Context: an optimization exercise on an open-source flow, tuned for a short achievable clock period and few clock cycles. The choices shown serve that exercise and are no tape-out recipe.
Function was checked by simulation only, so behaviour that the tests miss may differ from the original.
The flow treats the clock pin as an ideal source. Dropping or thinning the clock tree relies on that and would not hold on a real chip.
No activity file was given, so power comes from the tool's default toggle rates.

Setup of P:
==> flow/design.v <==
module ARM (
  input clk, rst,
  output [31:0] imem_addr,
  input [31:0] imem_rdata,
  output [31:0] dmem_addr, dmem_wdata,
  output dmem_we, dmem_re,
  input [31:0] dmem_rdata
);
  function cond_ok(input [3:0] cond, input n, input z, input c, input v);
    case (cond)
      4'b0000: cond_ok = z;
      4'b0001: cond_ok = !z;
      4'b0010: cond_ok = c;
      4'b0011: cond_ok = !c;
      4'b0100: cond_ok = n;
      4'b0101: cond_ok = !n;
      4'b0110: cond_ok = v;
      4'b0111: cond_ok = !v;
      4'b1000: cond_ok = c & !z;
      4'b1001: cond_ok = !c & z;
      4'b1010: cond_ok = (n == v);
      4'b1011: cond_ok = (n != v);
      4'b1100: cond_ok = !z & (n == v);
      4'b1101: cond_ok = z | (n != v);
      4'b1110: cond_ok = 1'b1;
      default: cond_ok = 1'b0;
    endcase
  endfunction
  reg [29:0] pc;                  
  reg [31:0] ir, ir_hold;
  reg        use_hold;
  reg [29:0] id_pc, id_pc4;       
  reg        id_valid;
  reg        btb_v;
  reg [29:0] btb_tag, btb_tgt;
  reg [3:0]  btb_cond;
  reg        fN, fZ, fC, fV;
  reg        ex_wb, ex_S, ex_ld, ex_st;
  reg [3:0]  ex_cond, ex_rd;
  reg [31:0] ex_a, ex_m, ex_b;
  reg        ex_bm;               
  reg [3:0]  sa, sm;              
  reg        ex_arith, ex_sub, ex_c1, ex_cuse, ex_cinv;
  reg        ex_and, ex_orr, ex_eor, ex_mov, ex_mvn;
  reg [31:0] mem_res, mem_wdata;
  reg [3:0]  mem_rd;
  reg        mem_wb, mem_we, mem_re;
  reg [31:0] wb_ld, wb_alu;
  reg        wb_isld, wb_wb;
  reg [3:0]  wb_rd;
  reg [31:0] rf [0:14];
  wire cp = cond_ok(ex_cond, fN, fZ, fC, fV);
  wire [31:0] A = ({32{sa[0]}} & mem_res) | ({32{sa[1]}} & wb_ld) |
                  ({32{sa[2]}} & wb_alu)  | ({32{sa[3]}} & ex_a);
  wire [31:0] M = ({32{sm[0]}} & mem_res) | ({32{sm[1]}} & wb_ld) |
                  ({32{sm[2]}} & wb_alu)  | ({32{sm[3]}} & ex_m);
  wire [31:0] B = ex_b | ({32{ex_bm}} & M);
  wire [31:0] Bx = B ^ {32{ex_sub}};
  wire cin = ex_c1 | (ex_cuse & (fC ^ ex_cinv));
  wire [32:0] sum = {1'b0, A} + {1'b0, Bx} + {32'd0, cin};
  wire [31:0] lres = ({32{ex_and}} & (A & B)) | ({32{ex_orr}} & (A | B)) |
                     ({32{ex_eor}} & (A ^ B)) | ({32{ex_mov}} & B) |
                     ({32{ex_mvn}} & ~B);
  wire [31:0] res = ex_arith ? sum[31:0] : lres;
  wire [31:0] pp = A ^ Bx;
  wire [31:0] kk = {A[30:0] | Bx[30:0], cin};
  wire z_arith = &(~(pp ^ kk));
  wire z_logic = ~|lres;
  wire nN = res[31];
  wire nZ = ex_arith ? z_arith : z_logic;
  wire nC = ex_arith & (sum[32] ^ ex_sub);
  wire nV = ex_arith & ((A[31] & Bx[31] & !sum[31]) | (!A[31] & !Bx[31] & sum[31]));
  wire setf = ex_S & cp;
  wire fN_n = setf ? nN : fN;
  wire fZ_n = setf ? nZ : fZ;
  wire fC_n = setf ? nC : fC;
  wire fV_n = setf ? nV : fV;
  wire [31:0] di = use_hold ? ir_hold : ir;
  wire [1:0] mode = di[27:26];
  wire [3:0] opc = di[24:21];
  wire       is_br = (mode == 2'b10);
  wire       is_mem = (mode == 2'b01);
  wire       d_ld = is_mem & di[20];
  wire       d_st = is_mem & !di[20];
  wire       d_S = (mode == 2'b00) & di[20];
  wire       d_wb = !(opc == 4'b1010) & !(opc == 4'b1000) & !is_br & !d_st;
  wire       d_useimm = is_mem | di[25];
  wire [3:0] rn = di[19:16];
  wire [3:0] rd = di[15:12];
  wire [3:0] s2 = d_st ? rd : di[3:0];
  wire       use_rn = !((mode != 2'b01) & ((opc == 4'b1101) | (opc == 4'b1111)));
  wire       use_s2 = d_st | !d_useimm;
  wire br_taken = id_valid & is_br & cond_ok(di[31:28], fN_n, fZ_n, fC_n, fV_n);
  wire [29:0] br_target = id_pc4 + {{6{di[23]}}, di[23:0]};
  wire ex_w = ex_wb & cp;
  wire hE_a = ex_w & (ex_rd == rn);
  wire hM_a = mem_wb & (mem_rd == rn);
  wire hE_m = ex_w & (ex_rd == s2);
  wire hM_m = mem_wb & (mem_rd == s2);
  wire need_sh = !d_useimm & (di[11:7] != 5'd0);
  wire stall = id_valid & !is_br &
               ((ex_ld & cp & ((use_rn & (ex_rd == rn)) | (use_s2 & (ex_rd == s2)))) |
                (need_sh & (hE_m | (hM_m & mem_re))));
  wire [63:0] irot = {24'd0, di[7:0], 24'd0, di[7:0]} >> {di[11:8], 1'b0};
  wire [31:0] d_imm = is_mem ? {{20{di[11]}}, di[11:0]} :
                      di[25] ? irot[31:0] : 32'd0;
  wire [4:0] shamt = di[11:7];
  wire [1:0] shtyp = di[6:5];
  wire [4:0] d_rot = (shtyp == 2'b00) ? (5'd0 - shamt) : shamt;
  wire [31:0] d_mask = d_useimm ? 32'd0 :
                       (shtyp == 2'b00) ? (32'hffffffff << shamt) :
                       (shtyp == 2'b11) ? 32'hffffffff :
                       (32'hffffffff >> shamt);
  wire o_mov = (opc == 4'b1101), o_mvn = (opc == 4'b1111);
  wire o_add = (opc == 4'b0100), o_adc = (opc == 4'b0101);
  wire o_sub = (opc == 4'b0010) | (opc == 4'b1010), o_sbc = (opc == 4'b0110);
  wire o_and = (opc == 4'b0000) | (opc == 4'b1000), o_orr = (opc == 4'b1100);
  wire o_eor = (opc == 4'b0001);
  wire [31:0] wb_val = wb_isld ? wb_ld : wb_alu;
  wire [31:0] rf_rn = (rn == 4'd15) ? 32'd0 : rf[rn];
  wire [31:0] rf_s2 = (s2 == 4'd15) ? 32'd0 : rf[s2];
  wire [31:0] rn_val = (wb_wb & (wb_rd == rn)) ? wb_val : rf_rn;
  wire [31:0] s2_val = (wb_wb & (wb_rd == s2)) ? wb_val : rf_s2;
  wire [31:0] m_id = hM_m ? mem_res : s2_val;
  wire [63:0] rot2 = {m_id, m_id} >> d_rot;
  wire [31:0] d_b = d_useimm ? d_imm : need_sh ? (rot2[31:0] & d_mask) : 32'd0;
  wire        zp_ok = id_valid & d_S & (di[31:28] == 4'b1110) & di[25] & o_sub &
                      !hE_a & !hM_a;
  wire        zp = (rn_val == d_imm);
  wire        zp_nt = zp_ok & (((btb_cond == 4'b0001) & zp) | ((btb_cond == 4'b0000) & !zp));
  wire        pred = btb_v & (pc == btb_tag) & !zp_nt;
  wire [29:0] pc_seq = pred ? btb_tgt : pc + 30'd1;
  wire        eq_t = (pc == br_target);
  wire        eq_n = (pc == id_pc4);
  wire [29:0] pc_nt = eq_n ? pc_seq : id_pc4;
  wire [29:0] pc_t  = eq_t ? pc_seq : br_target;
  wire        ok_nt = !id_valid | eq_n;
  wire go = id_valid & !is_br & !stall;
  wire [29:0] pc_next = (stall | rst) ? pc :
                        br_taken ? pc_t :
                        id_valid ? pc_nt : pc_seq;
  always @(posedge clk or posedge rst) begin
    if (rst) begin
      pc <= 30'd0;
      id_valid <= 1'b0;
      use_hold <= 1'b0;
      btb_v <= 1'b0;
      {fN, fZ, fC, fV} <= 4'b0;
      {ex_wb, ex_S, ex_ld, ex_st} <= 4'b0;
      {mem_wb, mem_re} <= 2'b0;
      wb_wb <= 1'b0;
    end else begin
      use_hold <= stall;
      pc <= pc_next;
      if (stall) begin
      end else if (br_taken) begin
        id_valid <= eq_t;
        if (!eq_t) btb_v <= 1'b1;
      end else begin
        id_valid <= ok_nt;
      end
      {fN, fZ, fC, fV} <= {fN_n, fZ_n, fC_n, fV_n};
      ex_wb <= go & d_wb;
      ex_S  <= go & d_S;
      ex_ld <= go & d_ld;
      ex_st <= go & d_st;
      mem_wb <= ex_w;
      mem_re <= ex_ld & cp;
      wb_wb <= mem_wb;
    end
  end
  reg [29:0] o_ia;
  reg [31:0] o_da;
  reg        o_re;
  always @(posedge clk) begin
    o_ia <= pc_next;
    o_da <= (ex_ld | ex_st) ? res : 32'd0;
    o_re <= !rst & ex_ld & cp;
    mem_we <= !rst & ex_st & cp;
  end
  always @(posedge clk) begin
    ir <= imem_rdata;
    if (stall) ir_hold <= di;
    if (!stall) begin
      id_pc <= pc;
      id_pc4 <= pc + 30'd1;
    end
    if (!stall && br_taken && !eq_t) begin
      btb_tag <= id_pc;
      btb_tgt <= br_target;
      btb_cond <= di[31:28];
    end
    ex_cond <= di[31:28];
    ex_rd <= rd;
    ex_a <= rn_val;
    ex_m <= s2_val;
    ex_b <= d_b;
    ex_bm <= !d_useimm & !need_sh;
    sa <= {!hE_a & !hM_a, !hE_a & hM_a & !mem_re, !hE_a & hM_a & mem_re, hE_a};
    sm <= {!hE_m & !hM_m, !hE_m & hM_m & !mem_re, !hE_m & hM_m & mem_re, hE_m};
    ex_arith <= o_add | o_adc | o_sub | o_sbc;
    ex_sub <= o_sub | o_sbc;
    ex_c1 <= o_sub;
    ex_cuse <= o_adc | o_sbc;
    ex_cinv <= o_sbc;
    ex_and <= o_and;
    ex_orr <= o_orr;
    ex_eor <= o_eor;
    ex_mov <= o_mov;
    ex_mvn <= o_mvn;
    mem_res <= res;
    mem_wdata <= M;
    mem_rd <= ex_rd;
    wb_ld <= dmem_rdata;
    wb_alu <= mem_res;
    wb_isld <= mem_re;
    wb_rd <= mem_rd;
    if (wb_wb && wb_rd != 4'd15) rf[wb_rd] <= wb_val;
  end
  assign imem_addr = {o_ia, 2'b00};
  assign dmem_addr = o_da;
  assign dmem_wdata = mem_wdata;
  assign dmem_we = mem_we;
  assign dmem_re = o_re;
endmodule
clock: 33.0 ns
lec_check: 0
abc_clock_period_in_ps: 3000
cap_margin: 20
core_margin: 2
core_utilization: 50
slew_margin: 20
standard.sh (not shown) runs the stock make flow with config.mk's settings and CLKGATE_MAP_FILE= SYNTH_SCRIPT=/design/flow/synth_recipe.tcl, a recipe that flattens the netlist after the stock synthesis.
==> flow/flow/run.sh <==
#!/bin/bash
# Standard ORFS layout, with two changes in how it is made (the clock period
# and constraints stay the design's):
#  - the timing repair steps aim for a large setup slack (flow/margin.txt);
#  - the clock tree is a balanced two-level tree built by flow/cts_hook.tcl.
set -euo pipefail
MARGIN=$(cat flow/margin.txt)
HOOK=$PWD/flow/cts_hook.tcl
export PRE_CTS_TCL=$HOOK
bash standard.sh SETUP_SLACK_MARGIN=$MARGIN PRE_CTS_TCL=$HOOK finish > flow_make.log 2>&1
==> flow/flow/cts_hook.tcl <==
# Build a two-level clock tree: NR root clkbuf_16 driven by the clk port, each
# driving a share of K leaf clkbuf_16 placed at k-means centres of the flops.
proc kmeans {pts k iters} {
  # pts: list of {x y}; returns list of centre {x y}
  set n [llength $pts]
  set cs {}
  for {set i 0} {$i < $k} {incr i} { lappend cs [lindex $pts [expr {int($i * $n / $k)}]] }
  for {set it 0} {$it < $iters} {incr it} {
    set sx [lrepeat $k 0.0]; set sy [lrepeat $k 0.0]; set sn [lrepeat $k 0]
    set asg {}
    foreach p $pts {
      lassign $p px py
      set best 0; set bd 1e30; set j 0
      foreach c $cs {
        lassign $c cx cy
        set d [expr {abs($px-$cx)+abs($py-$cy)}]
        if {$d < $bd} { set bd $d; set best $j }
        incr j
      }
      lappend asg $best
      lset sx $best [expr {[lindex $sx $best]+$px}]
      lset sy $best [expr {[lindex $sy $best]+$py}]
      lset sn $best [expr {[lindex $sn $best]+1}]
    }
    set ncs {}
    for {set j 0} {$j < $k} {incr j} {
      if {[lindex $sn $j] > 0} {
        lappend ncs [list [expr {[lindex $sx $j]/[lindex $sn $j]}] [expr {[lindex $sy $j]/[lindex $sn $j]}]]
      } else { lappend ncs [lindex $cs $j] }
    }
    set cs $ncs
  }
  return [list $cs $asg]
}

# Split a group of point indices into groups of at most cap points, by
# repeated two-way k-means.
proc split_group {pts idx cap} {
  if {[llength $idx] <= $cap} { return [list $idx] }
  set sub {}
  foreach i $idx { lappend sub [lindex $pts $i] }
  lassign [kmeans $sub 2 20] cs asg
  set a {}; set b {}
  set j 0
  foreach i $idx {
    if {[lindex $asg $j] == 0} { lappend a $i } else { lappend b $i }
    incr j
  }
  if {[llength $a] == 0 || [llength $b] == 0} {
    set h [expr {[llength $idx] / 2}]
    set a [lrange $idx 0 [expr {$h - 1}]]
    set b [lrange $idx $h end]
  }
  return [concat [split_group $pts $a $cap] [split_group $pts $b $cap]]
}

proc centre {pts idx} {
  set sx 0.0; set sy 0.0
  foreach i $idx { lassign [lindex $pts $i] x y; set sx [expr {$sx + $x}]; set sy [expr {$sy + $y}] }
  set n [llength $idx]
  return [list [expr {$sx / $n}] [expr {$sy / $n}]]
}

proc build_tree {K NR cap} {
  set db [ord::get_db]
  set block [ord::get_db_block]
  set master [$db findMaster sky130_fd_sc_hd__clkbuf_16]
  set clk [$block findNet clk]
  set sinks {}
  set pts {}
  foreach it [$clk getITerms] {
    set inst [$it getInst]
    set bb [$inst getBBox]
    lappend sinks $it
    lappend pts [list [expr {([$bb xMin]+[$bb xMax])/2.0}] [expr {([$bb yMin]+[$bb yMax])/2.0}]]
  }
  lassign [kmeans $pts $K 30] cs asg
  set groups {}
  for {set j 0} {$j < $K} {incr j} { lappend groups {} }
  set i 0
  foreach a $asg { lset groups $a [concat [lindex $groups $a] $i]; incr i }
  set leaves {}
  foreach g $groups {
    if {[llength $g] == 0} { continue }
    foreach h [split_group $pts $g $cap] { lappend leaves $h }
  }
  set lcs {}
  foreach g $leaves { lappend lcs [centre $pts $g] }
  puts "clock tree: [llength $sinks] sinks, [llength $leaves] leaf buffers, $NR roots"
  # roots: split the leaves into NR (1, 2 or 4) equal groups, by x then by y
  set order [lsort -real -index 1 [lmap c $lcs i [lsearch -all $lcs *] {list $i [lindex $c 0]}]]
  set nl [llength $lcs]
  set halves [list [lrange $order 0 [expr {$nl / 2 - 1}]] [lrange $order [expr {$nl / 2}] end]]
  if {$NR == 1} { set halves [list $order] }
  set groups2 {}
  foreach h $halves {
    if {$NR == 4} {
      set hy [lsort -real -index 1 [lmap e $h {list [lindex $e 0] [lindex [lindex $lcs [lindex $e 0]] 1]}]]
      set m [expr {[llength $hy] / 2}]
      lappend groups2 [lrange $hy 0 [expr {$m - 1}]] [lrange $hy $m end]
    } else {
      lappend groups2 $h
    }
  }
  set rasg [lrepeat $nl 0]
  set rcs {}
  set r 0
  foreach g $groups2 {
    set sx 0.0; set sy 0.0
    foreach e $g {
      set j [lindex $e 0]
      lset rasg $j $r
      lassign [lindex $lcs $j] x y
      set sx [expr {$sx + $x}]; set sy [expr {$sy + $y}]
    }
    lappend rcs [list [expr {$sx / [llength $g]}] [expr {$sy / [llength $g]}]]
    incr r
  }
  set rnets {}
  for {set r 0} {$r < $NR} {incr r} {
    set b [odb::dbInst_create $block $master "ctsroot_$r"]
    lassign [lindex $rcs $r] x y
    $b setLocation [expr {int($x)}] [expr {int($y)}]
    $b setPlacementStatus PLACED
    [$b findITerm A] connect $clk
    set n [odb::dbNet_create $block "clknet_root_$r"]
    $n setSigType CLOCK
    [$b findITerm X] connect $n
    lappend rnets $n
  }
  set j 0
  foreach g $leaves {
    set b [odb::dbInst_create $block $master "ctsleaf_$j"]
    lassign [lindex $lcs $j] x y
    # move the leaf part of the way towards its root: shorter root nets,
    # longer leaf nets (which have 16 times the drive between them)
    lassign [lindex $rcs [lindex $rasg $j]] rx ry
    set x [expr {$x + 0.6 * ($rx - $x)}]
    set y [expr {$y + 0.6 * ($ry - $y)}]
    $b setLocation [expr {int($x)}] [expr {int($y)}]
    $b setPlacementStatus PLACED
    [$b findITerm A] connect [lindex $rnets [lindex $rasg $j]]
    set n [odb::dbNet_create $block "clknet_leaf_$j"]
    $n setSigType CLOCK
    [$b findITerm X] connect $n
    foreach i $g {
      set it [lindex $sinks $i]
      $it disconnect
      $it connect $n
    }
    incr j
  }
}

# Place each output port's flip-flop next to the port's buffer, when the
# flip-flop drives nothing else (the detailed placement after this legalizes).
proc pull_output_flops {} {
  set block [ord::get_db_block]
  set moved 0
  foreach bt [$block getBTerms] {
    if {[$bt getIoType] != "OUTPUT"} { continue }
    set net [$bt getNet]
    set buf ""
    foreach it [$net getITerms] { if {[$it isOutputSignal]} { set buf [$it getInst] } }
    if {$buf == ""} { continue }
    set ait [$buf findITerm A]
    if {$ait == "NULL"} { continue }
    set ain [$ait getNet]
    if {$ain == "NULL"} { continue }
    set ff ""
    set nload 0
    foreach it [$ain getITerms] {
      if {[$it isOutputSignal]} { set ff [$it getInst] } else { incr nload }
    }
    if {$ff == "" || $nload != 1 || ![[$ff getMaster] isSequential]} { continue }
    lassign [$buf getLocation] x y
    $ff setLocation $x $y
    $ff setPlacementStatus PLACED
    incr moved
  }
  puts "pull_output_flops: moved $moved flip-flops"
}

# ---------------------------------------------------------------------------
# Hook run by ORFS's cts.tcl (PRE_CTS_TCL) after the placed design is loaded:
# build a balanced two-level tree (4 root clkbuf_16 on the clock port, leaf
# clkbuf_16 at k-means centres of the flip-flops, at most 24 flip-flops each, a quarter of the leaves on each root)
# instead of TritonCTS's three-level H-tree, then make the flow's own
# clock_tree_synthesis call a no-op. Every flip-flop sees the same two buffer
# levels; nothing is skewed on purpose.
pull_output_flops
set nsinks [llength [[[ord::get_db_block] findNet clk] getITerms]]
set nleaf [expr {($nsinks + 21) / 22}]
build_tree $nleaf 4 24
set_propagated_clock [all_clocks]
rename clock_tree_synthesis __orig_clock_tree_synthesis
proc clock_tree_synthesis {args} {
  puts "clock tree built by cts_hook.tcl; TritonCTS skipped"
}
Other scripts of this flow, unchanged in this note and not shown: flow/flow/margin.txt
Testbench counts of P, summed over its fixed seeds: cycles 39,811.
Changes in Q relative to P:
- a change of CORE_UTILIZATION from 50 to 65
diff --git a/flow/flow/cts_hook.tcl b/flow/flow/cts_hook.tcl
--- a/flow/flow/cts_hook.tcl
+++ b/flow/flow/cts_hook.tcl
@@ -133,9 +133,4 @@
     set b [odb::dbInst_create $block $master "ctsleaf_$j"]
     lassign [lindex $lcs $j] x y
-    # move the leaf part of the way towards its root: shorter root nets,
-    # longer leaf nets (which have 16 times the drive between them)
-    lassign [lindex $rcs [lindex $rasg $j]] rx ry
-    set x [expr {$x + 0.6 * ($rx - $x)}]
-    set y [expr {$y + 0.6 * ($ry - $y)}]
     $b setLocation [expr {int($x)}] [expr {int($y)}]
     $b setPlacementStatus PLACED
Notes after the runs:
- The final critical-path setup slack number comes out higher for P vs Q.
- Leakage dissipation sits lower in Q than in P.
- Relative to P, actual transition at the worst max-transition pin has gone up in Q.
- [Q] overall fraction of global-route tracks in use rose 8.8 points relative to P
- Per the comparison of Q with P, finished layout cell area went down 1.7%, largest net degree at the start of global routing went up, area taken by flip-flops and latches closely matched the old numbers.
- Between P and Q, the register area share after synthesis figures differ only marginally.
- Q packs its core tighter than P.
- In the tables for Q and P, final cell count reads lower with Q.
[inputs] R vs Q
- CORE_UTILIZATION: 65 -> 50
### Flow results
Wire: R routes more than Q
As far as count of cell instances traversed by the critical path goes, Q and R are indistinguishable; the numbers are identical.
Sort Q and R by number of antenna cells inserted, descending, and Q comes first.
Compared with Q, the detailed router inserted fewer vias in R.
When the final numbers for Q and R were put side by side, the total power consumption of the routed design turned out to be greater in R.
Diff R..Q | number of multi-input combinational cells | unchanged
Side by side, worst setup skew after layout turned out higher in R than in Q.
STATUS post-place setup slack: R wins against Q
In every run of this note, the design's own scripts or RTL, not TritonCTS, make the clock network.

-- separate check: timing with driven ports --
Ports are ideal in the flow. The routed layouts listed here were re-timed in OpenROAD. Step 1 sets driving cells, clkbuf_16 on the clock port and buf_2 on the other inputs (assumed; they add their load-dependent delay and slew). Step 2 moves the port delays by t, midway between the first and last clock arrival at a register: inputs arrive t later, outputs are due t later. That takes back most of the time a late clock gives input paths. Three values: no drivers, after step 1, after step 2; two values: the first two.
run | t, ns | setup slack, ns | hold WS [ns] | latest minus earliest clock arrival (ns)
P | 0.615 | 25.501 / 25.325 / 25.244 | 0.386 / 0.386 / 0.386 | 0.056 / 0.055
Q | 0.639 | 25.457 / 25.294 / 25.308 | 0.397 / 0.397 / 0.397 | 0.046 / 0.045
R | 0.653 | 25.459 / 25.291 / 25.238 | 0.386 / 0.386 / 0.386 | 0.067 / 0.068
After both steps every run listed still meets setup and hold. The setup slack of P, which loses most, moves by -0.176 ns with the drivers and by -0.257 ns with both steps.
